This is an optimization exercise on Yosys and OpenROAD, whose aim is small area and a short achievable clock period, not a production implementation.
Function was not checked in any run shown here: the RTL went through the layout flow alone.
Power and IR drop assume default switching activity.

==> flow/design.v (outline; a module is shown in full before it is edited, if it fits) <==
// module top: 21 lines
// module roba_mid: 17 lines
// module roba_expx: 43 lines
// module roba_expy: 29 lines
// module roba_por: 20 lines
// module roba_in: 185 lines
// module roba_sha: 155 lines
// module roba_shb: 121 lines
// module roba_add: 339 lines
// module g_inv: 1 lines
// module g_nand2: 1 lines
// module g_nor2: 1 lines
// module g_xor2: 1 lines
// module g_xnor2: 1 lines
// module g_a21oi: 1 lines
// module g_o21ai: 1 lines
// module g_o22ai: 1 lines
// module g_nor3: 1 lines
// module g_nor4: 1 lines
// module g_and4: 1 lines
// module g_nand3: 1 lines
// module g_nand4: 1 lines
// module g_a22o: 1 lines
// module g_a31oi: 1 lines
// module g_a41oi: 1 lines
module top (
    input             clk,
    input      [15:0] x,
    input      [15:0] y,
    output reg [31:0] Q_p
);
  // ...
==> flow/flow/run.sh <==
#!/bin/bash
# Own layout flow: the standard ORFS flow with these changes:
#  - synthesis keeps the modules named in KEEP (flattened again at the end, as the standard flow's script
#    does) so that ABC maps each with a script of its own (ABC_PLAN: module:script pairs);
#  - ports get PORT_BUF buffers;
#  - timing repair aims SETUP_MARGIN ns below the clock period.
# Every tool's output goes to a log file in the work folder (and ORFS's own logs under orfs/logs).
set -euo pipefail
WORK=$(pwd)
FLOWDIR=$WORK/flow
source $FLOWDIR/settings.sh

cp config.mk my_config.mk
cat >> my_config.mk <<EOC
export SETUP_SLACK_MARGIN = ${SETUP_MARGIN}
export TNS_END_PERCENT = 100
export BUFFER_PORTS_ARGS = -buffer_cell ${PORT_BUF}
export SYNTH_KEEP_MODULES = ${KEEP:-}
EOC
[ -n "${EXTRA_MK:-}" ] && printf '%b\n' "$EXTRA_MK" >> my_config.mk

# synthesis script: the standard flow's, with abc run once per module of ABC_PLAN, each with its own script
{
  echo "proc abc {args} {"
  echo "  set i [lsearch -exact \$args -script]"
  echo "  foreach {mod scr} {${ABC_PLAN}} {"
  echo "    set a \$args"
  echo "    lset a [expr {\$i + 1}] $FLOWDIR/\$scr"
  echo "    yosys abc {*}\$a \$mod"
  echo "  }"
  echo "}"
  cat synth_recipe.tcl
} > my_synth.tcl

make -C "$FLOW_HOME" DESIGN_CONFIG=$WORK/my_config.mk WORK_HOME=$WORK/orfs CLKGATE_MAP_FILE= \
  SYNTH_SCRIPT=$WORK/my_synth.tcl finish > $WORK/make_finish.log 2>&1

RES=$WORK/orfs/results/$FLOW_PLATFORM/top/base
: # left out here: write the final layout as DEF
==> flow/flow/amap.abc <==
strash; dch -f; amap
==> flow/flow/exp.abc <==
strash; dch -f; map -D 900; topo; buffer -N 8; upsize -D 900; dnsize -D 900; stime -p
==> flow/flow/gate.abc <==
strash; map -a
==> flow/flow/settings.sh <==
SETUP_MARGIN=9.5
PORT_BUF=sky130_fd_sc_hd__buf_1
KEEP="roba_expx roba_expy g_a21oi g_inv g_nand2 g_nor2 g_nor3 g_o21ai g_o22ai g_xnor2 g_xor2 "
ABC_PLAN="roba_expx exp.abc roba_expy exp.abc g_* gate.abc top amap.abc"
EXTRA_MK='export ADDER_MAP_FILE =
export CTS_BUF_LIST = sky130_fd_sc_hd__clkbuf_8
export CTS_CLUSTER_SIZE = 32
export CTS_CLUSTER_DIAMETER = 60'
==> flow/standard.sh <==
#!/bin/bash
# synth_recipe.tcl (not shown) runs the flow's synth.tcl, then flattens the netlist and writes it again
# the make line also repeats each setting of config.mk as NAME=value (left out here)
make -C /OpenROAD-flow-scripts/flow DESIGN_CONFIG=/design/flow/config.mk WORK_HOME=/design/flow/orfs CLKGATE_MAP_FILE= SYNTH_SCRIPT=/design/flow/synth_recipe.tcl "${@:-finish}"
==> flow/config.mk <==
export PLATFORM = sky130hd
export DESIGN_NAME = top
export DESIGN_NICKNAME = top
export VERILOG_FILES = /design/flow/design.v
export SDC_FILE = /design/flow/constraint.sdc
export NUM_CORES = 8
export LEC_CHECK = 0
export CAP_MARGIN = 20
export CORE_MARGIN = 2
export CORE_UTILIZATION = 40
export SLEW_MARGIN = 20
==> flow/constraint.sdc <==
create_clock -name core_clock -period 14.0 [get_ports {clk}]
set_input_delay 2.8000 -clock core_clock [delete_from_list [all_inputs] [get_ports {clk}]]
set_output_delay 2.8000 -clock core_clock [all_outputs]
set_load 0.01 [all_outputs]
==> results.json, run 1 <==
{
  "status": "timing/DRC/antenna clean",
  "pin_count": 65,
  "grt_max_degree": 33,
  "post_cts_resized": 11,
  "slowest_delay_ns": 0.37,
  "grt_overflow": 0,
  "ys.flop_type": "dfxtp_1",
  "cts_setup_buffers": 1,
  "via_count": 6224,
  "p_int_mw": 0.521,
  "layout_commonest_cell": "nor2_1",
  "grt_use_met2_pct": 31.8,
  "area_delta_synth_final_pct": 16.4,
  "cp_max_fo": 13,
  "synth-edff-count": 0,
  "hpwlAfterDp_um": 11900,
  "start_util_pct": 41.0,
  "clockRootBuffer": "clkbuf_8",
  "fmax_mhz": 235,
  "final_cells": 1134,
  "io_buffers": 64,
  "filler_cell_count": 1459,
  "ys_async_sr_fraction_pct": 0,
  "comb-power_mw": 0.479,
  "synth_compound_area_share_pct": 29.6,
  "crit_family": "compound AO/OA/AOI/OAI gates",
  "ys_ff_latch": 65,
  "endpoint": "Q_p[30]$_DFF_P_"
}
==> module roba_expx, before the edit <==
module roba_expx (
    input  [15:0] a,
    input         nz,
    output [3:0]  e,
    output [13:0] d
);
  wire [15:0] m;
  wire [15:0] ar, orr;    
  genvar j;
  generate
    for (j = 0; j < 16; j = j + 1) begin : g_r
      assign ar[j] = a[15-j];
      assign m[15-j] = (j == 0) ? 1'b0 : orr[j-1];
    end
  endgenerate
  roba_por #(.N(16)) por (.i(ar), .o(orr));
  wire [16:1] ge;
  assign ge[1]  = m[0];
  assign ge[2]  = m[1];
  generate
    for (j = 3; j < 16; j = j + 1) begin : g_ge
      assign ge[j] = m[j-1] | (a[j-1] & a[j-2]);
    end
  endgenerate
  assign ge[16] = 1'b0;
  assign e[3] = ge[8];
  assign e[2] = ge[4] & ~ge[8] | ge[12];
  assign e[1] = ge[2] & ~ge[4] | ge[6] & ~ge[8] | ge[10] & ~ge[12] | ge[14];
  assign e[0] = ge[1] & ~ge[2] | ge[3] & ~ge[4] | ge[5] & ~ge[6] | ge[7] & ~ge[8]
              | ge[9] & ~ge[10] | ge[11] & ~ge[12] | ge[13] & ~ge[14] | ge[15];
  wire [15:3] upt;
  generate
    for (j = 3; j < 16; j = j + 1) begin : g_up
      assign upt[j] = a[j-1] & a[j-2] & ~m[j-1];
    end
  endgenerate
  wire up = |upt;
  generate
    for (j = 0; j < 14; j = j + 1) begin : g_d
      assign d[j] = nz & (m[j] ? a[j] : up);
    end
  endgenerate
endmodule
==> module roba_expy, before the edit <==
module roba_expy (
    input  [15:0] a,
    output [3:0]  e
);
  wire [15:0] m;
  wire [15:0] ar, orr;    
  genvar j;
  generate
    for (j = 0; j < 16; j = j + 1) begin : g_r
      assign ar[j] = a[15-j];
      assign m[15-j] = (j == 0) ? 1'b0 : orr[j-1];
    end
  endgenerate
  roba_por #(.N(16)) por (.i(ar), .o(orr));
  wire [16:1] ge;
  assign ge[1]  = m[0];
  assign ge[2]  = m[1];
  generate
    for (j = 3; j < 16; j = j + 1) begin : g_ge
      assign ge[j] = m[j-1] | (a[j-1] & a[j-2]);
    end
  endgenerate
  assign ge[16] = 1'b0;
  assign e[3] = ge[8];
  assign e[2] = ge[4] & ~ge[8] | ge[12];
  assign e[1] = ge[2] & ~ge[4] | ge[6] & ~ge[8] | ge[10] & ~ge[12] | ge[14];
  assign e[0] = ge[1] & ~ge[2] | ge[3] & ~ge[4] | ge[5] & ~ge[6] | ge[7] & ~ge[8]
              | ge[9] & ~ge[10] | ge[11] & ~ge[12] | ge[13] & ~ge[14] | ge[15];
endmodule
==> run 2, diff against run 1 <==
--- a/flow/design.v
+++ b/flow/design.v
@@ -39,94 +39,2 @@
 endmodule
-module roba_expx (
-    input  [15:0] a,
-    input         nz,
-    output [3:0]  e,
-    output [13:0] d
-);
-  wire [15:0] m;
-  wire [15:0] ar, orr;    
-  genvar j;
-  generate
-    for (j = 0; j < 16; j = j + 1) begin : g_r
-      assign ar[j] = a[15-j];
-      assign m[15-j] = (j == 0) ? 1'b0 : orr[j-1];
-    end
-  endgenerate
-  roba_por #(.N(16)) por (.i(ar), .o(orr));
-  wire [16:1] ge;
-  assign ge[1]  = m[0];
-  assign ge[2]  = m[1];
-  generate
-    for (j = 3; j < 16; j = j + 1) begin : g_ge
-      assign ge[j] = m[j-1] | (a[j-1] & a[j-2]);
-    end
-  endgenerate
-  assign ge[16] = 1'b0;
-  assign e[3] = ge[8];
-  assign e[2] = ge[4] & ~ge[8] | ge[12];
-  assign e[1] = ge[2] & ~ge[4] | ge[6] & ~ge[8] | ge[10] & ~ge[12] | ge[14];
-  assign e[0] = ge[1] & ~ge[2] | ge[3] & ~ge[4] | ge[5] & ~ge[6] | ge[7] & ~ge[8]
-              | ge[9] & ~ge[10] | ge[11] & ~ge[12] | ge[13] & ~ge[14] | ge[15];
-  wire [15:3] upt;
-  generate
-    for (j = 3; j < 16; j = j + 1) begin : g_up
-      assign upt[j] = a[j-1] & a[j-2] & ~m[j-1];
-    end
-  endgenerate
-  wire up = |upt;
-  generate
-    for (j = 0; j < 14; j = j + 1) begin : g_d
-      assign d[j] = nz & (m[j] ? a[j] : up);
-    end
-  endgenerate
-endmodule
-module roba_expy (
-    input  [15:0] a,
-    output [3:0]  e
-);
-  wire [15:0] m;
-  wire [15:0] ar, orr;    
-  genvar j;
-  generate
-    for (j = 0; j < 16; j = j + 1) begin : g_r
-      assign ar[j] = a[15-j];
-      assign m[15-j] = (j == 0) ? 1'b0 : orr[j-1];
-    end
-  endgenerate
-  roba_por #(.N(16)) por (.i(ar), .o(orr));
-  wire [16:1] ge;
-  assign ge[1]  = m[0];
-  assign ge[2]  = m[1];
-  generate
-    for (j = 3; j < 16; j = j + 1) begin : g_ge
-      assign ge[j] = m[j-1] | (a[j-1] & a[j-2]);
-    end
-  endgenerate
-  assign ge[16] = 1'b0;
-  assign e[3] = ge[8];
-  assign e[2] = ge[4] & ~ge[8] | ge[12];
-  assign e[1] = ge[2] & ~ge[4] | ge[6] & ~ge[8] | ge[10] & ~ge[12] | ge[14];
-  assign e[0] = ge[1] & ~ge[2] | ge[3] & ~ge[4] | ge[5] & ~ge[6] | ge[7] & ~ge[8]
-              | ge[9] & ~ge[10] | ge[11] & ~ge[12] | ge[13] & ~ge[14] | ge[15];
-endmodule
-module roba_por #(parameter N = 16, parameter L = 4) (
-    input  [N-1:0] i,
-    output [N-1:0] o
-);
-  wire [N-1:0] t [0:L];
-  assign t[0] = i;
-  genvar l, k;
-  generate
-    for (l = 0; l < L; l = l + 1) begin : lv
-      for (k = 0; k < N; k = k + 1) begin : bt
-        if ((k >> l) & 1) begin : op
-          assign t[l+1][k] = t[l][k] | t[l][((k >> l) << l) - 1];
-        end else begin : pass
-          assign t[l+1][k] = t[l][k];
-        end
-      end
-    end
-  endgenerate
-  assign o = t[L];
-endmodule
 module roba_in (
@@ -316,2 +224,270 @@
 endmodule
+module roba_expx (
+    input  [15:0] a,
+    input         nz,
+    output [3:0]  e,
+    output [13:0] d
+);
+  wire o_1, o_2, o_3, o_4, o_5, o_6, o_7, o_8, i_9, o_10, o_11, i_12, o_13, o_14, i_15, o_16, o_17, i_18, o_19, o_20, o_21, i_22, o_23, o_24, o_25, o_26, i_27, o_28, o_29, o_30, i_31, o_32, o_33, o_34, o_35, o_36, o_37, o_38, o_39, gn_40, ab_41, ge_42, gn_43, gn_44, ab_45, ge_46, ab_47, ge_48, gn_49, gn_50, ab_51, ge_52, gn_53, ab_54, ge_55, ab_56, ge_57, gn_58, i_59, e_60, e_61, i_62, i_63, e_64, e_65, e_66, i_67, e_68, i_69, i_70, e_71, i_72, i_73, e_74, i_75, e_76, e_77, e_78, e_79, i_80, tn_81, tn_82, i_83, tn_84, i_85, tn_86, tn_87, tn_88, i_89, tn_90, i_91, tn_92, tn_93, tn_94, tn_95, tn_96, i_97, tn_98, up_99, up_100, up_101, up_102, nzn_103, up_104, up_105, up_106, i_107, ag_108, i_109, d_110, i_111, ag_112, d_113, i_114, ag_115, d_116, i_117, ag_118, i_119, d_120, i_121, ag_122, d_123, i_124, ag_125, d_126, i_127, ag_128, i_129, d_130, i_131, ag_132, d_133, i_134, ag_135, d_136, i_137, ag_138, d_139, i_140, ag_141, i_142, d_143, i_144, ag_145, d_146, i_147, ag_148, i_149, d_150, i_151, ag_152, d_153;
+  g_nor2 u1 (a[14], a[15], o_1);
+  g_nor2 u2 (a[12], a[13], o_2);
+  g_nor2 u3 (a[10], a[11], o_3);
+  g_nor2 u4 (a[8], a[9], o_4);
+  g_nor2 u5 (a[6], a[7], o_5);
+  g_nor2 u6 (a[4], a[5], o_6);
+  g_nor2 u7 (a[2], a[3], o_7);
+  g_nor2 u8 (a[0], a[1], o_8);
+  g_inv u9 (o_1, i_9);
+  g_nor2 u10 (a[13], i_9, o_10);
+  g_nand2 u11 (o_2, o_1, o_11);
+  g_inv u12 (o_3, i_12);
+  g_nor2 u13 (a[9], i_12, o_13);
+  g_nand2 u14 (o_4, o_3, o_14);
+  g_inv u15 (o_5, i_15);
+  g_nor2 u16 (a[5], i_15, o_16);
+  g_nand2 u17 (o_6, o_5, o_17);
+  g_inv u18 (o_7, i_18);
+  g_nor2 u19 (a[1], i_18, o_19);
+  g_nand2 u20 (o_8, o_7, o_20);
+  g_nor2 u21 (a[11], o_11, o_21);
+  g_inv u22 (o_11, i_22);
+  g_nand2 u23 (o_3, i_22, o_23);
+  g_nand2 u24 (o_13, i_22, o_24);
+  g_nor2 u25 (o_14, o_11, o_25);
+  g_nor2 u26 (a[3], o_17, o_26);
+  g_inv u27 (o_17, i_27);
+  g_nand2 u28 (o_7, i_27, o_28);
+  g_nand2 u29 (o_19, i_27, o_29);
+  g_nor2 u30 (o_20, o_17, o_30);
+  g_inv u31 (o_25, i_31);
+  g_nor2 u32 (a[7], i_31, o_32);
+  g_nand2 u33 (o_5, o_25, o_33);
+  g_nand2 u34 (o_16, o_25, o_34);
+  g_nor2 u35 (o_17, i_31, o_35);
+  g_nand2 u36 (o_26, o_25, o_36);
+  g_nor2 u37 (o_28, i_31, o_37);
+  g_nor2 u38 (o_29, i_31, o_38);
+  g_nand2 u39 (o_30, o_25, o_39);
+  g_a21oi u40 (a[2], a[1], o_36, gn_40);
+  g_nand2 u41 (a[3], a[2], ab_41);
+  g_nand2 u42 (o_35, ab_41, ge_42);
+  g_a21oi u43 (a[4], a[3], o_34, gn_43);
+  g_a21oi u44 (a[5], a[4], o_33, gn_44);
+  g_nand2 u45 (a[6], a[5], ab_45);
+  g_nand2 u46 (o_32, ab_45, ge_46);
+  g_nand2 u47 (a[7], a[6], ab_47);
+  g_nand2 u48 (o_25, ab_47, ge_48);
+  g_a21oi u49 (a[8], a[7], o_24, gn_49);
+  g_a21oi u50 (a[9], a[8], o_23, gn_50);
+  g_nand2 u51 (a[10], a[9], ab_51);
+  g_nand2 u52 (o_21, ab_51, ge_52);
+  g_a21oi u53 (a[11], a[10], o_11, gn_53);
+  g_nand2 u54 (a[12], a[11], ab_54);
+  g_nand2 u55 (o_10, ab_54, ge_55);
+  g_nand2 u56 (a[13], a[12], ab_56);
+  g_nand2 u57 (o_1, ab_56, ge_57);
+  g_a21oi u58 (a[14], a[13], a[15], gn_58);
+  g_inv u59 (ge_42, i_59);
+  g_o21ai u60 (i_59, ge_48, gn_53, e_60);
+  g_o22ai u61 (o_37, ge_42, gn_44, ge_48, e_61);
+  g_inv u62 (gn_53, i_62);
+  g_inv u63 (ge_57, i_63);
+  g_o21ai u64 (gn_50, i_62, i_63, e_64);
+  g_nor2 u65 (e_61, e_64, e_65);
+  g_inv u66 (e_65, e_66);
+  g_inv u67 (o_37, i_67);
+  g_o22ai u68 (o_38, i_67, gn_40, ge_42, e_68);
+  g_inv u69 (gn_44, i_69);
+  g_inv u70 (ge_46, i_70);
+  g_o22ai u71 (gn_43, i_69, i_70, ge_48, e_71);
+  g_inv u72 (gn_50, i_72);
+  g_inv u73 (ge_52, i_73);
+  g_o22ai u74 (gn_49, i_72, i_73, i_62, e_74);
+  g_inv u75 (ge_55, i_75);
+  g_o21ai u76 (i_75, ge_57, gn_58, e_76);
+  g_nor2 u77 (e_68, e_71, e_77);
+  g_nor2 u78 (e_74, e_76, e_78);
+  g_nand2 u79 (e_77, e_78, e_79);
+  g_inv u80 (o_36, i_80);
+  g_nand3 u81 (a[2], a[1], i_80, tn_81);
+  g_nand3 u82 (a[3], a[2], o_35, tn_82);
+  g_inv u83 (o_34, i_83);
+  g_nand3 u84 (a[4], a[3], i_83, tn_84);
+  g_inv u85 (o_33, i_85);
+  g_nand3 u86 (a[5], a[4], i_85, tn_86);
+  g_nand3 u87 (a[6], a[5], o_32, tn_87);
+  g_nand3 u88 (a[7], a[6], o_25, tn_88);
+  g_inv u89 (o_24, i_89);
+  g_nand3 u90 (a[8], a[7], i_89, tn_90);
+  g_inv u91 (o_23, i_91);
+  g_nand3 u92 (a[9], a[8], i_91, tn_92);
+  g_nand3 u93 (a[10], a[9], o_21, tn_93);
+  g_nand3 u94 (a[11], a[10], i_22, tn_94);
+  g_nand3 u95 (a[12], a[11], o_10, tn_95);
+  g_nand3 u96 (a[13], a[12], o_1, tn_96);
+  g_inv u97 (a[15], i_97);
+  g_nand3 u98 (a[14], a[13], i_97, tn_98);
+  g_nand4 u99 (tn_81, tn_82, tn_84, tn_86, up_99);
+  g_nand4 u100 (tn_87, tn_88, tn_90, tn_92, up_100);
+  g_nand4 u101 (tn_93, tn_94, tn_95, tn_96, up_101);
+  g_inv u102 (tn_98, up_102);
+  g_inv u103 (nz, nzn_103);
+  g_nor2 u104 (up_99, up_100, up_104);
+  g_nor2 u105 (up_101, up_102, up_105);
+  g_a21oi u106 (up_104, up_105, nzn_103, up_106);
+  g_inv u107 (a[0], i_107);
+  g_nor2 u108 (i_107, nzn_103, ag_108);
+  g_inv u109 (o_38, i_109);
+  g_a22o u110 (i_109, ag_108, o_38, up_106, d_110);
+  g_inv u111 (a[1], i_111);
+  g_nor2 u112 (i_111, nzn_103, ag_112);
+  g_a22o u113 (i_67, ag_112, o_37, up_106, d_113);
+  g_inv u114 (a[2], i_114);
+  g_nor2 u115 (i_114, nzn_103, ag_115);
+  g_a22o u116 (o_36, ag_115, i_80, up_106, d_116);
+  g_inv u117 (a[3], i_117);
+  g_nor2 u118 (i_117, nzn_103, ag_118);
+  g_inv u119 (o_35, i_119);
+  g_a22o u120 (i_119, ag_118, o_35, up_106, d_120);
+  g_inv u121 (a[4], i_121);
+  g_nor2 u122 (i_121, nzn_103, ag_122);
+  g_a22o u123 (o_34, ag_122, i_83, up_106, d_123);
+  g_inv u124 (a[5], i_124);
+  g_nor2 u125 (i_124, nzn_103, ag_125);
+  g_a22o u126 (o_33, ag_125, i_85, up_106, d_126);
+  g_inv u127 (a[6], i_127);
+  g_nor2 u128 (i_127, nzn_103, ag_128);
+  g_inv u129 (o_32, i_129);
+  g_a22o u130 (i_129, ag_128, o_32, up_106, d_130);
+  g_inv u131 (a[7], i_131);
+  g_nor2 u132 (i_131, nzn_103, ag_132);
+  g_a22o u133 (i_31, ag_132, o_25, up_106, d_133);
+  g_inv u134 (a[8], i_134);
+  g_nor2 u135 (i_134, nzn_103, ag_135);
+  g_a22o u136 (o_24, ag_135, i_89, up_106, d_136);
+  g_inv u137 (a[9], i_137);
+  g_nor2 u138 (i_137, nzn_103, ag_138);
+  g_a22o u139 (o_23, ag_138, i_91, up_106, d_139);
+  g_inv u140 (a[10], i_140);
+  g_nor2 u141 (i_140, nzn_103, ag_141);
+  g_inv u142 (o_21, i_142);
+  g_a22o u143 (i_142, ag_141, o_21, up_106, d_143);
+  g_inv u144 (a[11], i_144);
+  g_nor2 u145 (i_144, nzn_103, ag_145);
+  g_a22o u146 (o_11, ag_145, i_22, up_106, d_146);
+  g_inv u147 (a[12], i_147);
+  g_nor2 u148 (i_147, nzn_103, ag_148);
+  g_inv u149 (o_10, i_149);
+  g_a22o u150 (i_149, ag_148, o_10, up_106, d_150);
+  g_inv u151 (a[13], i_151);
+  g_nor2 u152 (i_151, nzn_103, ag_152);
+  g_a22o u153 (i_9, ag_152, o_1, up_106, d_153);
+  assign e[0] = e_79;
+  assign e[1] = e_66;
+  assign e[2] = e_60;
+  assign e[3] = ge_48;
+  assign d[0] = d_110;
+  assign d[1] = d_113;
+  assign d[2] = d_116;
+  assign d[3] = d_120;
+  assign d[4] = d_123;
+  assign d[5] = d_126;
+  assign d[6] = d_130;
+  assign d[7] = d_133;
+  assign d[8] = d_136;
+  assign d[9] = d_139;
+  assign d[10] = d_143;
+  assign d[11] = d_146;
+  assign d[12] = d_150;
+  assign d[13] = d_153;
+endmodule
+module roba_expy (
+    input  [15:0] a,
+    output [3:0]  e
+);
+  wire o_1, o_2, o_3, o_4, o_5, o_6, o_7, o_8, i_9, o_10, o_11, i_12, o_13, o_14, i_15, o_16, o_17, i_18, o_19, o_20, o_21, i_22, o_23, o_24, o_25, o_26, i_27, o_28, o_29, o_30, i_31, o_32, o_33, o_34, o_35, o_36, o_37, o_38, o_39, gn_40, ab_41, ge_42, gn_43, gn_44, ab_45, ge_46, ab_47, ge_48, gn_49, gn_50, ab_51, ge_52, gn_53, ab_54, ge_55, ab_56, ge_57, gn_58, i_59, e_60, e_61, i_62, i_63, e_64, e_65, e_66, i_67, e_68, i_69, i_70, e_71, i_72, i_73, e_74, i_75, e_76, e_77, e_78, e_79;
+  g_nor2 u1 (a[14], a[15], o_1);
+  g_nor2 u2 (a[12], a[13], o_2);
+  g_nor2 u3 (a[10], a[11], o_3);
+  g_nor2 u4 (a[8], a[9], o_4);
+  g_nor2 u5 (a[6], a[7], o_5);
+  g_nor2 u6 (a[4], a[5], o_6);
+  g_nor2 u7 (a[2], a[3], o_7);
+  g_nor2 u8 (a[0], a[1], o_8);
+  g_inv u9 (o_1, i_9);
+  g_nor2 u10 (a[13], i_9, o_10);
+  g_nand2 u11 (o_2, o_1, o_11);
+  g_inv u12 (o_3, i_12);
+  g_nor2 u13 (a[9], i_12, o_13);
+  g_nand2 u14 (o_4, o_3, o_14);
+  g_inv u15 (o_5, i_15);
+  g_nor2 u16 (a[5], i_15, o_16);
+  g_nand2 u17 (o_6, o_5, o_17);
+  g_inv u18 (o_7, i_18);
+  g_nor2 u19 (a[1], i_18, o_19);
+  g_nand2 u20 (o_8, o_7, o_20);
+  g_nor2 u21 (a[11], o_11, o_21);
+  g_inv u22 (o_11, i_22);
+  g_nand2 u23 (o_3, i_22, o_23);
+  g_nand2 u24 (o_13, i_22, o_24);
+  g_nor2 u25 (o_14, o_11, o_25);
+  g_nor2 u26 (a[3], o_17, o_26);
+  g_inv u27 (o_17, i_27);
+  g_nand2 u28 (o_7, i_27, o_28);
+  g_nand2 u29 (o_19, i_27, o_29);
+  g_nor2 u30 (o_20, o_17, o_30);
+  g_inv u31 (o_25, i_31);
+  g_nor2 u32 (a[7], i_31, o_32);
+  g_nand2 u33 (o_5, o_25, o_33);
+  g_nand2 u34 (o_16, o_25, o_34);
+  g_nor2 u35 (o_17, i_31, o_35);
+  g_nand2 u36 (o_26, o_25, o_36);
+  g_nor2 u37 (o_28, i_31, o_37);
+  g_nor2 u38 (o_29, i_31, o_38);
+  g_nand2 u39 (o_30, o_25, o_39);
+  g_a21oi u40 (a[2], a[1], o_36, gn_40);
+  g_nand2 u41 (a[3], a[2], ab_41);
+  g_nand2 u42 (o_35, ab_41, ge_42);
+  g_a21oi u43 (a[4], a[3], o_34, gn_43);
+  g_a21oi u44 (a[5], a[4], o_33, gn_44);
+  g_nand2 u45 (a[6], a[5], ab_45);
+  g_nand2 u46 (o_32, ab_45, ge_46);
+  g_nand2 u47 (a[7], a[6], ab_47);
+  g_nand2 u48 (o_25, ab_47, ge_48);
+  g_a21oi u49 (a[8], a[7], o_24, gn_49);
+  g_a21oi u50 (a[9], a[8], o_23, gn_50);
+  g_nand2 u51 (a[10], a[9], ab_51);
+  g_nand2 u52 (o_21, ab_51, ge_52);
+  g_a21oi u53 (a[11], a[10], o_11, gn_53);
+  g_nand2 u54 (a[12], a[11], ab_54);
+  g_nand2 u55 (o_10, ab_54, ge_55);
+  g_nand2 u56 (a[13], a[12], ab_56);
+  g_nand2 u57 (o_1, ab_56, ge_57);
+  g_a21oi u58 (a[14], a[13], a[15], gn_58);
+  g_inv u59 (ge_42, i_59);
+  g_o21ai u60 (i_59, ge_48, gn_53, e_60);
+  g_o22ai u61 (o_37, ge_42, gn_44, ge_48, e_61);
+  g_inv u62 (gn_53, i_62);
+  g_inv u63 (ge_57, i_63);
+  g_o21ai u64 (gn_50, i_62, i_63, e_64);
+  g_nor2 u65 (e_61, e_64, e_65);
+  g_inv u66 (e_65, e_66);
+  g_inv u67 (o_37, i_67);
+  g_o22ai u68 (o_38, i_67, gn_40, ge_42, e_68);
+  g_inv u69 (gn_44, i_69);
+  g_inv u70 (ge_46, i_70);
+  g_o22ai u71 (gn_43, i_69, i_70, ge_48, e_71);
+  g_inv u72 (gn_50, i_72);
+  g_inv u73 (ge_52, i_73);
+  g_o22ai u74 (gn_49, i_72, i_73, i_62, e_74);
+  g_inv u75 (ge_55, i_75);
+  g_o21ai u76 (i_75, ge_57, gn_58, e_76);
+  g_nor2 u77 (e_68, e_71, e_77);
+  g_nor2 u78 (e_74, e_76, e_78);
+  g_nand2 u79 (e_77, e_78, e_79);
+  assign e[0] = e_79;
+  assign e[1] = e_66;
+  assign e[2] = e_60;
+  assign e[3] = ge_48;
+endmodule
 module roba_sha (
==> flow/flow/settings.sh (replaced) <==
SETUP_MARGIN=9.75
PORT_BUF=sky130_fd_sc_hd__buf_1
KEEP="g_a21oi g_a22o g_inv g_nand2 g_nand3 g_nand4 g_nor2 g_nor3 g_o21ai g_o22ai g_xnor2 g_xor2 "
ABC_PLAN="g_* gate.abc top amap.abc"
EXTRA_MK='export ADDER_MAP_FILE =
export CTS_BUF_LIST = sky130_fd_sc_hd__clkbuf_8
export CTS_CLUSTER_SIZE = 32
export CTS_CLUSTER_DIAMETER = 60'
removed: flow/flow/exp.abc
==> run 2 against run 1 <==
Against the previous run: synthesized cell count increased by 9.5%; largest power group unchanged; still clean on timing, DRC and antenna; global-route usage decreased by 0.58 points; routed wire length increased by 7.1%; clock skew decreased by 0.0088 ns; sequential power about the same; hold slack improved by 0.015 ns; via count increased by 6.9%; cell count increased by 9.2%; critical path depth increased by 4; sequential share of layout area decreased by 2.0 points; core utilization increased by 3.9 points.
==> results.json, run 2 <==
{
  "area_delta_synth_final_pct": 26.6,
  "cp-startpoint": "ax_r[14]$_DFF_P_",
  "p_sw_mw": 0.410,
  "synth_cells": 947,
  "final_cell_mix": "158 x nor2_1, 145 x nand2_1, 101 x clkinv_1, 95 x o22ai_1, 92 x xnor2_1",
  "ys_ff_latch": 65,
  "grt_pass1_vias": 5636,
  "seq_area_frac_synth_pct": 22.0,
  "drive_gt1_share_pct": 17.9,
  "netlist-cell-type-count": 16,
  "syn_nets": 980,
  "grt_overflow": 0,
  "power_frac_clock_pct": 14.0,
  "p_sw_share_pct": 43.6,
  "setup_ws_ns": 9.88,
  "peakVddDrop_v": 0.0000574,
  "clockRootBuffer": "clkbuf_8",
  "p_int_mw": 0.530,
  "hold_buffers": 0,
  "post-synth-top-count-cell": "nor2_1",
  "htreeDepth": 3,
  "fmax_mhz": 243,
  "rsz0062_at_grt": "no",
  "yosysWarnings": 1,
  "final_util_pct": 51.6,
  "slew_headroom_pct": 31.1,
  "antenna_cells": 0,
  "worst_skew_pair.late_latency_ns": 0.36,
  "r2r_setup_slack_ns": 9.88,
  "largest_reg_flops": 32,
  "synth_commonest_cells": "191 x nor2_1, 154 x o22ai_1, 153 x nand2_1",
  "status": "timing/DRC/antenna clean",
  "final-max-slew-violation-count": 0,
  "synth-edff-count": 0,
  "rr_startpoint": "ax_r[14]$_DFF_P_",
  "reg_top3": "Q_p: 32 flops, ax_r: 16 flops, ay_r: 16 flops",
  "clock-sinks": 65,
  "clk_path_buf_depth": 2,
  "grt_pass1_wl_um": 26100,
  "nNetsFinal": 1085,
  "r2r_cells": 24,
  "wire_per_inst_um": 13.5,
  "p_leak_nw": 2.52,
  "power_density_mw_per_mm2": 126,
  "critPathArrivalTime_ns": 4.35,
  "grt_max_degree": 33,
  "rows": 44,
  "gp_congestion": 0.872,
  "ys.flop_type": "dfxtp_1",
  "setup_viol": 0,
  "cts_tree": "yes",
  "vias_per_cell": 5.37,
  "hold_viol_final": 0,
  "synth_area_mm2": 0.00591,
  "start_kind": "flip-flop",
  "grt_usage_pct": 19.7,
  "pwr-share-seq_pct": 28.3,
  "clk_pin_slew_ns": 0.06,
  "routed_wl_um": 16800,
  "via_count": 6654,
  "drtIter0Drc": 522,
  "placed_cell_area_mm2": 0.00643,
  "fin_tns_setup_ns": 0,
  "die_w_um": 126,
  "min_period_ns": 4.12,
  "layout_commonest_cell": "nor2_1",
  "end_kind": "flip-flop",
  "cts_made_buffers": 9,
  "drt_first_pass_iters": 5,
  "crit_required_ns": 14.24,
  "worstHoldPathType": "reg2reg",
  "max_cap_violations": 0,
  "ys_async_sr_fraction_pct": 0,
  "synth.area.top_cells": "dfxtp_1 22%, o22ai_1 16%, xnor2_1 14%",
  "synth_area_per_cell_um2": 6.24,
  "regMostFlops": "Q_p",
  "synthDominantCellAreaShare_pct": 22.0,
  "endpoint": "Q_p[29]$_DFF_P_",
  "worst_pin_slew_ns": 1.03,
  "period_share_pct": 29.4,
  "antenna_found_initial": 0,
  "chipHeight_um": 126,
  "coreArea_mm2": 0.0145,
  "final_area_mm2": 0.00748,
  "place_ws_ns": 8.63,
  "synth_top_area_cell": "dfxtp_1",
  "crit_type": "reg2reg",
  "finClkSkew_ns": 0.00827,
  "io_buffers": 64,
  "pwr-share-comb_pct": 57.7,
  "ant_nets": 0,
  "cp_max_fo": 8,
  "die_area_mm2": 0.0158,
  "start_util_pct": 40.8,
  "hpwlAfterDp_um": 12000,
  "p_total_mw": 0.940,
  "pin_count": 65,
  "r2r_end": "Q_p[29]$_DFF_P_",
  "drc_errors": 0
}
run 2: stage by stage:
stage / cells / hold WS [ns]
finish: 1238 / 0.863
global route: 1238 / 0.911
CTS: 1216 / 0.864
detailed placement: 1195 / 0.863
global placement: 1195 / 0.880
floorplan: 947 / 0.844
run 2: power by group through the flow:
stage	sequential (mW)	clock (mW)	combinational, mW
floorplan	0.283	0	0.340
global placement	0.269	0	0.457
detailed placement	0.269	0	0.457
CTS	0.265	0.138	0.482
global route	0.273	0.146	0.598
finish	0.266	0.132	0.542
run 2: worst max-delay path: stages, from the launching register on:
cell and delay [ns]:
dfxtp_1 0.42, nor2_4 0.07, nand2_2 0.13, nor2_4 0.08
buf_4 0.14, nand2_1 0.11, clkinv_1 0.10, nand3_1 0.10
nand4_1 0.12, nor2_2 0.14, a21oi_4 0.08, buf_4 0.17
a22o_2 0.24, o22ai_2 0.25, o22ai_2 0.14, o22ai_2 0.20
nor2_2 0.10, nor2_1 0.19, o21ai_1 0.13, a21oi_1 0.24
o21ai_4 0.12, a21oi_4 0.31, buf_4 0.18, o21ai_1 0.07
xor2_1 0.17
run 2: metal layers:
metal,global-route usage [%],vias up,part of all wire (%)
met5,0,-,0
met4,6.34,0,1.9
met3,3.77,28,5.4
met2,32.1,217,46
met1,26.2,2959,46
li1,-,3450,-
run 2: cells by family after synthesis:
kind of cell | share of synthesized area, %
AO/OA/AOI/OAI | 26.5
buffers and inverters | 7.12
XOR/XNOR | 18.2
AND/OR/NAND/NOR | 26.2
flip-flops | 22.0
run 2: Yosys stat by module, one instance, submodules excluded, a selection:
| module | cells | cell area (um^2) |
|---|---|---|
| g_inv | 1 | 3.75 |
| g_nand2 | 1 | 3.75 |
| g_nand3 | 1 | 5.00 |
| g_nand4 | 1 | 6.26 |
| g_nor2 | 1 | 3.75 |
| g_o21ai | 1 | 5.00 |
| g_xor2 | 1 | 8.76 |
| top | 91 | 1470 |
run 2: area by class of cell:
type                    count  area [um^2]
multi-input cells         772         4870
flip-flops and latches     65         1310
inverters                 112          459
well taps                 184          230
clock buffers              10          138
clock inverters             3         12.5
fillers                  1487         7000
repair buffers             92          454
run 2: worst min-delay path by stage:
stage	cells after the start	end	slack [ns]	from
2_1_floorplan	7	Q_p[1]$_DFF_P_	0.84	ay_r[0]$_DFF_P_
3_3_place_gp	0	Q_p[31]$_DFF_P_	0.88	s_r$_DFF_P_
3_5_place_dp	0	Q_p[31]$_DFF_P_	0.86	s_r$_DFF_P_
4_1_cts	0	Q_p[31]$_DFF_P_	0.86	s_r$_DFF_P_
5_1_grt	0	Q_p[31]$_DFF_P_	0.91	s_r$_DFF_P_
6_report	0	Q_p[31]$_DFF_P_	0.86	s_r$_DFF_P_
run 2: timing repair:
| item | in CTS | in global routing |
|---|---|---|
| gates cloned | 1 | 1 |
| setup buffers | 7 | 21 |
| gates resized for setup | 60 | 104 |
| setup endpoints to repair | 26 | 23 |
| pin swaps | 6 | 23 |
==> run 3, diff against run 2 <==
--- a/flow/flow/settings.sh
+++ b/flow/flow/settings.sh
@@ -1,2 +1,2 @@
-SETUP_MARGIN=9.75
+SETUP_MARGIN=9.5
 PORT_BUF=sky130_fd_sc_hd__buf_1
==> run 3 against run 2 <==
Against the previous run: synthesized cell count did not move; worst setup slack got worse by 0.14 ns; clock skew rose by 0.0040 ns; maximum frequency fell by 3.3%; core utilization fell by 2.1 points; critical path type unchanged.
==> results.json, run 3 <==
{
  "syn_nets": 980,
  "p_sw_mw": 0.400,
  "drtIter0Drc": 431,
  "area_delta_synth_final_pct": 21.3,
  "ys_ff_latch": 65,
  "p_leak_nw": 2.39,
  "synth_top_area_cell": "dfxtp_1",
  "setup_ws_ns": 9.74,
  "chipHeight_um": 126,
  "regMostFlops": "Q_p",
  "hold_viol_final": 0,
  "r2r_end": "Q_p[18]$_DFF_P_",
  "max_cap_violations": 0,
  "clk_pin_slew_ns": 0.07,
  "synth_cells": 947,
  "worstHoldPathType": "reg2reg",
  "p_sw_share_pct": 43.5,
  "cp_max_fo": 14,
  "die_w_um": 126,
  "drc_errors": 0,
  "antenna_found_initial": 0,
  "r2r_cells": 22,
  "hpwlAfterDp_um": 12100,
  "pwr-share-comb_pct": 55.7,
  "grt_pass1_wl_um": 25800,
  "clockRootBuffer": "clkbuf_8",
  "largest_reg_flops": 32,
  "vias_per_cell": 5.29,
  "synth_area_mm2": 0.00591,
  "via_count": 6495,
  "post-synth-top-count-cell": "nor2_1",
  "endpoint": "Q_p[18]$_DFF_P_",
  "pwr-share-seq_pct": 28.8,
  "worst_skew_pair.late_latency_ns": 0.37,
  "reg_top3": "Q_p: 32 flops, ax_r: 16 flops, ay_r: 16 flops",
  "synth-edff-count": 0,
  "netlist-cell-type-count": 16,
  "yosysWarnings": 1,
  "gp_congestion": 0.943,
  "die_area_mm2": 0.0158,
  "finClkSkew_ns": 0.0123,
  "synth_area_per_cell_um2": 6.24,
  "antenna_cells": 0,
  "wire_per_inst_um": 13.1,
  "routed_wl_um": 16100,
  "hold_buffers": 0,
  "grt_usage_pct": 19.6,
  "status": "timing/DRC/antenna clean",
  "synthDominantCellAreaShare_pct": 22.0,
  "place_ws_ns": 8.36,
  "cts_tree": "yes",
  "ys.flop_type": "dfxtp_1",
  "clk_path_buf_depth": 2,
  "filler_cell_count": 1533,
  "rsz0062_at_grt": "yes",
  "fin_tns_setup_ns": 0,
  "grt_overflow": 0,
  "seq_area_frac_synth_pct": 22.0,
  "setup_viol": 0,
  "p_total_mw": 0.920,
  "start_util_pct": 40.8,
  "rows": 44,
  "pin_count": 65,
  "power_density_mw_per_mm2": 128,
  "r2r_setup_slack_ns": 9.74,
  "clock-sinks": 65,
  "htreeDepth": 3,
  "coreArea_mm2": 0.0145,
  "ant_nets": 0,
  "peakVddDrop_v": 0.0000532,
  "final_util_pct": 49.5,
  "start_kind": "flip-flop",
  "grt_pass1_vias": 5620,
  "drive_gt1_share_pct": 13.1,
  "cts_made_buffers": 9,
  "final_cell_mix": "174 x nor2_1, 148 x nand2_1, 114 x o22ai_1, 101 x clkinv_1, 92 x xnor2_1",
  "end_kind": "flip-flop",
  "min_period_ns": 4.26,
  "power_frac_clock_pct": 15.5,
  "crit_required_ns": 14.29,
  "nNetsFinal": 1072,
  "io_buffers": 64,
  "period_share_pct": 30.4,
  "layout_commonest_cell": "nor2_1",
  "synth_commonest_cells": "191 x nor2_1, 154 x o22ai_1, 153 x nand2_1",
  "synth.area.top_cells": "dfxtp_1 22%, o22ai_1 16%, xnor2_1 14%",
  "grt_max_degree": 33,
  "fmax_mhz": 235,
  "crit_type": "reg2reg",
  "rr_startpoint": "ay_r[15]$_DFF_P_",
  "p_int_mw": 0.520,
  "final-max-slew-violation-count": 0,
  "ys_async_sr_fraction_pct": 0,
  "worst_pin_slew_ns": 1.00,
  "drt_first_pass_iters": 5,
  "slew_headroom_pct": 33.2,
  "cp-startpoint": "ay_r[15]$_DFF_P_",
  "critPathArrivalTime_ns": 4.54
}
==> run 3: cell types whose count changed in the layout (fill, tap and decap cells not counted), moves of 4 or more <==
cell | before | now
o22ai_1 | 95 | 114
buf_4 | 27 | 14
clkinv_4 | 4 | 0
o21ai_0 | 31 | 36
o22ai_2 | 58 | 40
nand2_2 | 6 | 2
nor2_1 | 158 | 174
nor2_2 | 26 | 13
o21ai_1 | 9 | 4
==> run 3: cells by family after synthesis <==
| family | Yosys count | synth area share (%) |
|---|---|---|
| buffers and inverters | 112 | 7.12 |
| AOI/OAI and AO/OA | 260 | 26.5 |
| and+or+nand+nor | 387 | 26.2 |
| xor gates and xnor gates | 123 | 18.2 |
| DFF | 65 | 22.0 |
==> run 3: per-layer routing <==
metal	part of all wire [%]	track usage (%)	vias up
li1	-	-	3434
met1	48	26.3	2820
met2	45	31.0	209
met3	4.8	2.78	32
met4	2.6	9.15	0
met5	0	0	-
==> run 3: critical path: stages, from the launching register on <==
cell and delay, ns:
dfxtp_1 0.33, nor2_1 0.18, nand2_1 0.17, nor2_4 0.21, clkinv_1 0.15, nor2_1 0.20, clkinv_1 0.08, o22ai_1 0.17
nor2_1 0.10, nand2_4 0.18, inv_4 0.11, o22ai_1 0.33, o22ai_1 0.19, o22ai_2 0.22, o22ai_2 0.14, nor2_1 0.20
nor2_1 0.10, a21oi_2 0.23, o21ai_2 0.15, a21oi_4 0.21, clkinv_2 0.17, a21oi_1 0.20, xnor2_1 0.15
==> run 3: power groups by stage <==
stage	logic (mW)	registers [mW]	clock network (mW)
2_1_floorplan	0.339	0.283	0
3_3_place_gp	0.456	0.268	0
3_5_place_dp	0.458	0.268	0
4_1_cts	0.471	0.264	0.148
5_1_grt	0.564	0.271	0.154
6_report	0.512	0.264	0.143
==> run 3: layout make-up <==
cell class | instances | area (um^2) | share of cell area [%]
inverter | 112 | 463 | 6.46
sequential | 65 | 1310 | 18.2
timing repair buffer | 78 | 345 | 4.82
multi-input combinational | 772 | 4640 | 64.8
timing repair inverter | 1 | 5.00 | 0.0698
clock buffer | 11 | 151 | 2.11
tap | 184 | 230 | 3.21
clock inverter | 5 | 22.5 | 0.314
==> run 3: per-module statistics from Yosys, one instance, submodules excluded <==
module   flip-flops and latches  copies in the design  area, um^2
g_a21oi                       0                    43        5.00
g_a22o                        0                    14        10.0
g_inv                         0                   112        3.75
g_nand2                       0                   153        3.75
g_nand3                       0                    13        5.00
g_nand4                       0                     3        6.26
g_nor2                        0                   191        3.75
g_nor3                        0                     1        5.00
g_o21ai                       0                    49        5.00
g_o22ai                       0                   154        6.26
g_xnor2                       0                    92        8.76
g_xor2                        0                    31        8.76
top                          65                     1        1470
==> run 3: worst min-delay path by stage <==
stage / depth (start not counted) / from / slack (ns) / end
floorplan: 7 / ay_r[0]$_DFF_P_ / 0.84 / Q_p[1]$_DFF_P_
CTS: 0 / s_r$_DFF_P_ / 0.86 / Q_p[31]$_DFF_P_
global placement: 0 / s_r$_DFF_P_ / 0.86 / Q_p[31]$_DFF_P_
finish: 0 / s_r$_DFF_P_ / 0.84 / Q_p[31]$_DFF_P_
detailed placement: 0 / s_r$_DFF_P_ / 0.85 / Q_p[31]$_DFF_P_
global route: 0 / s_r$_DFF_P_ / 0.90 / Q_p[31]$_DFF_P_
==> run 3: timing repair <==
| item | 4_1_cts | 5_1_grt |
|---|---|---|
| setup endpoints to repair | 26 | 24 |
| setup buffers | 2 | 12 |
| pin swaps | 3 | 3 |
| gates cloned | 2 | 1 |
| resized for setup | 29 | 83 |
==> run 3: metrics by stage <==
stage	cells	hold WS, ns	instance area, um^2
global placement	1195	0.857	6410
CTS	1215	0.856	6720
detailed placement	1195	0.850	6410
finish	1228	0.844	7170
floorplan	947	0.844	5940
global route	1228	0.898	7170
==> run 4, diff against run 3 <==
--- a/flow/flow/run.sh
+++ b/flow/flow/run.sh
@@ -28,2 +28,3 @@
   echo "    lset a [expr {\$i + 1}] $FLOWDIR/\$scr"
+  echo "    if {[string match roba_exp* \$mod]} { foreach c {${EXP_DU:-}} { lappend a -dont_use \$c } }"
   echo "    yosys abc {*}\$a \$mod"
==> flow/flow/exp.abc (new file) <==
strash; dch -f; map -D 900; topo; buffer -N 8; upsize -D 900; dnsize -D 900; stime -p
==> flow/flow/settings.sh (replaced) <==
SETUP_MARGIN=9.4
PORT_BUF=sky130_fd_sc_hd__buf_1
KEEP=" g_a21oi g_a22o g_inv g_nand2 g_nand3 g_nand4 g_nor2 g_nor3 g_o21ai g_o22ai g_xnor2 g_xor2 "
ABC_PLAN="g_* gate.abc top amap.abc"
EXTRA_MK='export ADDER_MAP_FILE =
export CTS_BUF_LIST = sky130_fd_sc_hd__clkbuf_8
export CTS_CLUSTER_SIZE = 32
export CTS_CLUSTER_DIAMETER = 60
export SKIP_GATE_CLONING = 1
export REMOVE_ABC_BUFFERS = 1'
EXP_DU="sky130_fd_sc_hd__nor4_* sky130_fd_sc_hd__nor3_* sky130_fd_sc_hd__or4_* sky130_fd_sc_hd__or3_* sky130_fd_sc_hd__a211oi_* sky130_fd_sc_hd__a2111oi_* sky130_fd_sc_hd__o2111ai_* sky130_fd_sc_hd__a311oi_* sky130_fd_sc_hd__o311ai_* sky130_fd_sc_hd__a41oi_* sky130_fd_sc_hd__o41ai_* sky130_fd_sc_hd__nor4b_* sky130_fd_sc_hd__nor3b_* sky130_fd_sc_hd__or2_* sky130_fd_sc_hd__and4_* sky130_fd_sc_hd__a221oi_* sky130_fd_sc_hd__o221ai_*"
==> run 4 against run 3 <==
Against the previous run: critical path depth rose by 1; still clean on timing, DRC and antenna; sequential power barely moved; cell count fell by 0.49%; hold slack improved by 0.028 ns; power fell by 1.3%; first-iteration DRC count fell by 2.8%; highest routed layer unchanged.
==> results.json, run 4 <==
{
  "clk_path_buf_depth": 2,
  "grt_usage_pct": 19.1,
  "clk_pin_slew_ns": 0.07,
  "seq_area_frac_synth_pct": 22.0,
  "drive_gt1_share_pct": 8.87,
  "die_area_mm2": 0.0158,
  "crit_required_ns": 14.25,
  "synth_area_mm2": 0.00591,
  "cp_max_fo": 14,
  "peakVddDrop_v": 0.0000681,
  "ys_async_sr_fraction_pct": 0,
  "nNetsFinal": 1065,
  "netlist-cell-type-count": 16,
  "synth_top_area_cell": "dfxtp_1",
  "grt_overflow": 0,
  "grt_pass1_vias": 5466,
  "clock-sinks": 65,
  "slowest_delay_ns": 0.38,
  "io_buffers": 64,
  "worst_skew_pair.late_latency_ns": 0.36,
  "wire_per_inst_um": 12.5,
  "ys_ff_latch": 65,
  "hpwlAfterDp_um": 12000,
  "clockRootBuffer": "clkbuf_8",
  "ant_nets": 0,
  "post-synth-top-count-cell": "nor2_1",
  "synth-edff-count": 0,
  "reg_top3": "Q_p: 32 flops, ax_r: 16 flops, ay_r: 16 flops",
  "gp_congestion": 0.906,
  "yosys.area_share.simple_pct": 26.2,
  "fin_tns_setup_ns": 0,
  "worst_pin_slew_ns": 1.06,
  "grt_max_degree": 33,
  "placed_cell_area_mm2": 0.00640,
  "synth_area_per_cell_um2": 6.24,
  "setup_viol": 0,
  "yosys.area_share.adder_pct": 0,
  "slowest_stage": "dfxtp_1",
  "synth_cells": 947,
  "synth_xor_area_share_pct": 18.2,
  "chipHeight_um": 126,
  "antenna_found_initial": 0,
  "synth_compound_area_share_pct": 26.5,
  "regMostFlops": "Q_p",
  "final-max-slew-violation-count": 0,
  "final_cell_mix": "181 x nor2_1, 147 x nand2_1, 135 x o22ai_1, 101 x clkinv_1, 92 x xnor2_1",
  "start_kind": "flip-flop",
  "final_area_mm2": 0.00691,
  "yosysWarnings": 1,
  "start_util_pct": 40.8,
  "rsz0062_at_grt": "yes",
  "drc_errors": 0,
  "routed_wl_um": 15200,
  "synthDominantCellAreaShare_pct": 22.0,
  "htreeDepth": 3,
  "rows": 44,
  "p_leak_nw": 2.33,
  "cts_tree": "yes",
  "critPathArrivalTime_ns": 4.52,
  "hold_viol_final": 0,
  "area_delta_synth_final_pct": 17.0,
  "cts_made_buffers": 9,
  "worstHoldPathType": "reg2reg",
  "hold_buffers": 0,
  "synthMuxAreaShare_pct": 0,
  "drt_first_pass_iters": 5,
  "vias_per_cell": 5.18,
  "status": "timing/DRC/antenna clean",
  "power_density_mw_per_mm2": 131,
  "grt_pass1_wl_um": 25200,
  "synth.area.top_cells": "dfxtp_1 22%, o22ai_1 16%, xnor2_1 14%",
  "crit_type": "reg2reg",
  "largest_reg_flops": 32,
  "max_cap_violations": 0,
  "die_w_um": 126,
  "min_period_ns": 4.27,
  "layout_commonest_cell": "nor2_1",
  "via_count": 6329,
  "crit_family": "compound AO/OA/AOI/OAI gates",
  "filler_cell_count": 1579,
  "slew_headroom_pct": 29.2,
  "synth_top_family_by_area": "compound AO/OA/AOI/OAI gates",
  "crit_chain": "nor2_1 > nand2_1 > nor2_4 > clkinvlp_4 > nor2_2 > nand3_1 > nand4_1 > nor2_1 > a21oi_1 > buf_6 > a22o_4 > o22ai_1 > o22ai_1 > o22ai_1 > o22ai_2 > nor2_1 > o21ai_2 > a21oi_1 > o21ai_4 > clkinv_1 > o21ai_0 > a21oi_1 > xnor2_1",
  "fmax_mhz": 234,
  "drtIter0Drc": 419,
  "cp.buffers_inverters": 3,
  "coreArea_mm2": 0.0145,
  "end_kind": "flip-flop",
  "finClkSkew_ns": 0.00706,
  "synth_commonest_cells": "191 x nor2_1, 154 x o22ai_1, 153 x nand2_1",
  "pin_count": 65,
  "period_share_pct": 30.5,
  "ys.flop_type": "dfxtp_1"
}
==> run 4: path summary, 6_finish.rpt <==
kind,endpoint,slack (ns),start,cells after the start
worst max-delay path,Q_p[30]$_DFF_P_,9.73,ax_r[11]$_DFF_P_,23
worst min-delay path,Q_p[31]$_DFF_P_,0.87,s_r$_DFF_P_,0
worst max register to register,Q_p[30]$_DFF_P_,9.73,ax_r[11]$_DFF_P_,23
worst min register to register,Q_p[31]$_DFF_P_,0.87,s_r$_DFF_P_,0
==> run 4: stage by stage <==
| step | utilization (%) | worst slack, ns | total power, mW | cells | hold WS [ns] |
|---|---|---|---|---|---|
| 2_1_floorplan | - | 7.90 | 0.621 | 947 | 0.844 |
| 3_3_place_gp | 44.2 | 7.83 | 0.724 | 1198 | 0.894 |
| 3_5_place_dp | 44.2 | 7.68 | 0.726 | 1198 | 0.859 |
| 4_1_cts | 46.3 | 9.45 | 0.895 | 1219 | 0.864 |
| 5_1_grt | 47.7 | 9.33 | 0.979 | 1221 | 0.891 |
| 6_report | 47.7 | 9.73 | 0.908 | 1222 | 0.873 |
==> run 4: area by class of cell <==
type,instances,area (um^2),share of cell area [%]
multi-input combinational,770,4420,63.9
timing repair buffer,74,317,4.58
antenna,1,2.50,0.0362
tap,184,230,3.33
inverter,112,452,6.53
clock inverter,6,51.3,0.742
clock buffer,10,138,1.99
sequential,65,1300,18.8
==> run 4: report_power, final <==
part	switching [mW]	leakage (nW)	internal (mW)
combinational	0.287	1.67	0.202
clock	0.0696	0.110	0.0844
sequential	0.0286	0.549	0.236
total	0.385	2.33	0.522
==> run 4: cells by family after synthesis <==
kind of cell / Yosys count
AND/OR/NAND/NOR: 387
AO/OA/AOI/OAI: 260
XOR/XNOR: 123
buffers and inverters: 112
flip-flops: 65
==> run 4: Yosys stat by module (local to each module, per instance), excerpt <==
module / area (um^2) / times used
g_nor3: 5.00 / 1
g_nand3: 5.00 / 13
g_xnor2: 8.76 / 92
g_a21oi: 5.00 / 43
g_xor2: 8.76 / 31
g_nand2: 3.75 / 153
g_inv: 3.75 / 112
top: 1470 / 1
g_nand4: 6.26 / 3
g_o21ai: 5.00 / 49
g_o22ai: 6.26 / 154
g_nor2: 3.75 / 191
==> run 4: what timing repair did <==
action	in CTS	in global routing
gates resized for setup	30	47
buffers inserted	5	2
setup endpoints to repair	29	23
pin swaps	1	2
==> run 4: worst register-to-register path: cells and delay by family, from the launching register on <==
| family | cells | cell delay (ns) |
|---|---|---|
| XOR/XNOR | 1 | 0.13 |
| buffers and inverters | 3 | 0.52 |
| AND/OR/NAND/NOR | 8 | 1.11 |
| AO/OA/AOI/OAI | 11 | 2.04 |
| flip-flops | 1 | 0.38 |
==> run 4: routing by layer <==
| layer | up-vias | GRT usage [%] | wire, um |
|---|---|---|---|
| li1 | 3406 | - | - |
| met1 | 2776 | 26.0 | 7640 |
| met2 | 128 | 30.7 | 6760 |
| met3 | 19 | 2.44 | 542 |
| met4 | 0 | 7.52 | 313 |
| met5 | - | 0 | 0 |

[static timing again, ports no longer ideal]
The results above use ideal ports. As a check the final layouts listed here were re-extracted and re-timed, cells and wires unchanged.
Step 1 (the two cells are an assumption about what drives the block):
set clk [get_ports {clk}]
set_driving_cell -lib_cell sky130_fd_sc_hd__clkbuf_16 $clk
set_driving_cell -lib_cell sky130_fd_sc_hd__buf_2 [delete_from_list [all_inputs] $clk]
Step 2 also shifts input and output timing later by t, the mid clock arrival at the registers, as if the neighbouring blocks saw the same clock.
Three values: ideal ports, drivers, drivers and shift; two values: the first two.
| run | t, ns | slack for setup (ns) | worst slew at a driven data input, ns | pins driven straight from the clock port |
|---|---|---|---|---|
| run 1 | 0.396 | 9.738 / 9.738 / 9.673 | 0.03 | 1 |
| run 2 | 0.395 | 9.884 / 9.884 / 9.676 | 0.03 | 1 |
| run 3 | 0.401 | 9.745 / 9.745 / 9.698 | 0.03 | 1 |
| run 4 | 0.392 | 9.730 / 9.730 / 9.639 | 0.03 | 1 |
After both steps every run listed still meets setup and hold. The setup slack of run 2, which loses most, moves by 0.000 ns with the drivers and by -0.208 ns with both steps.
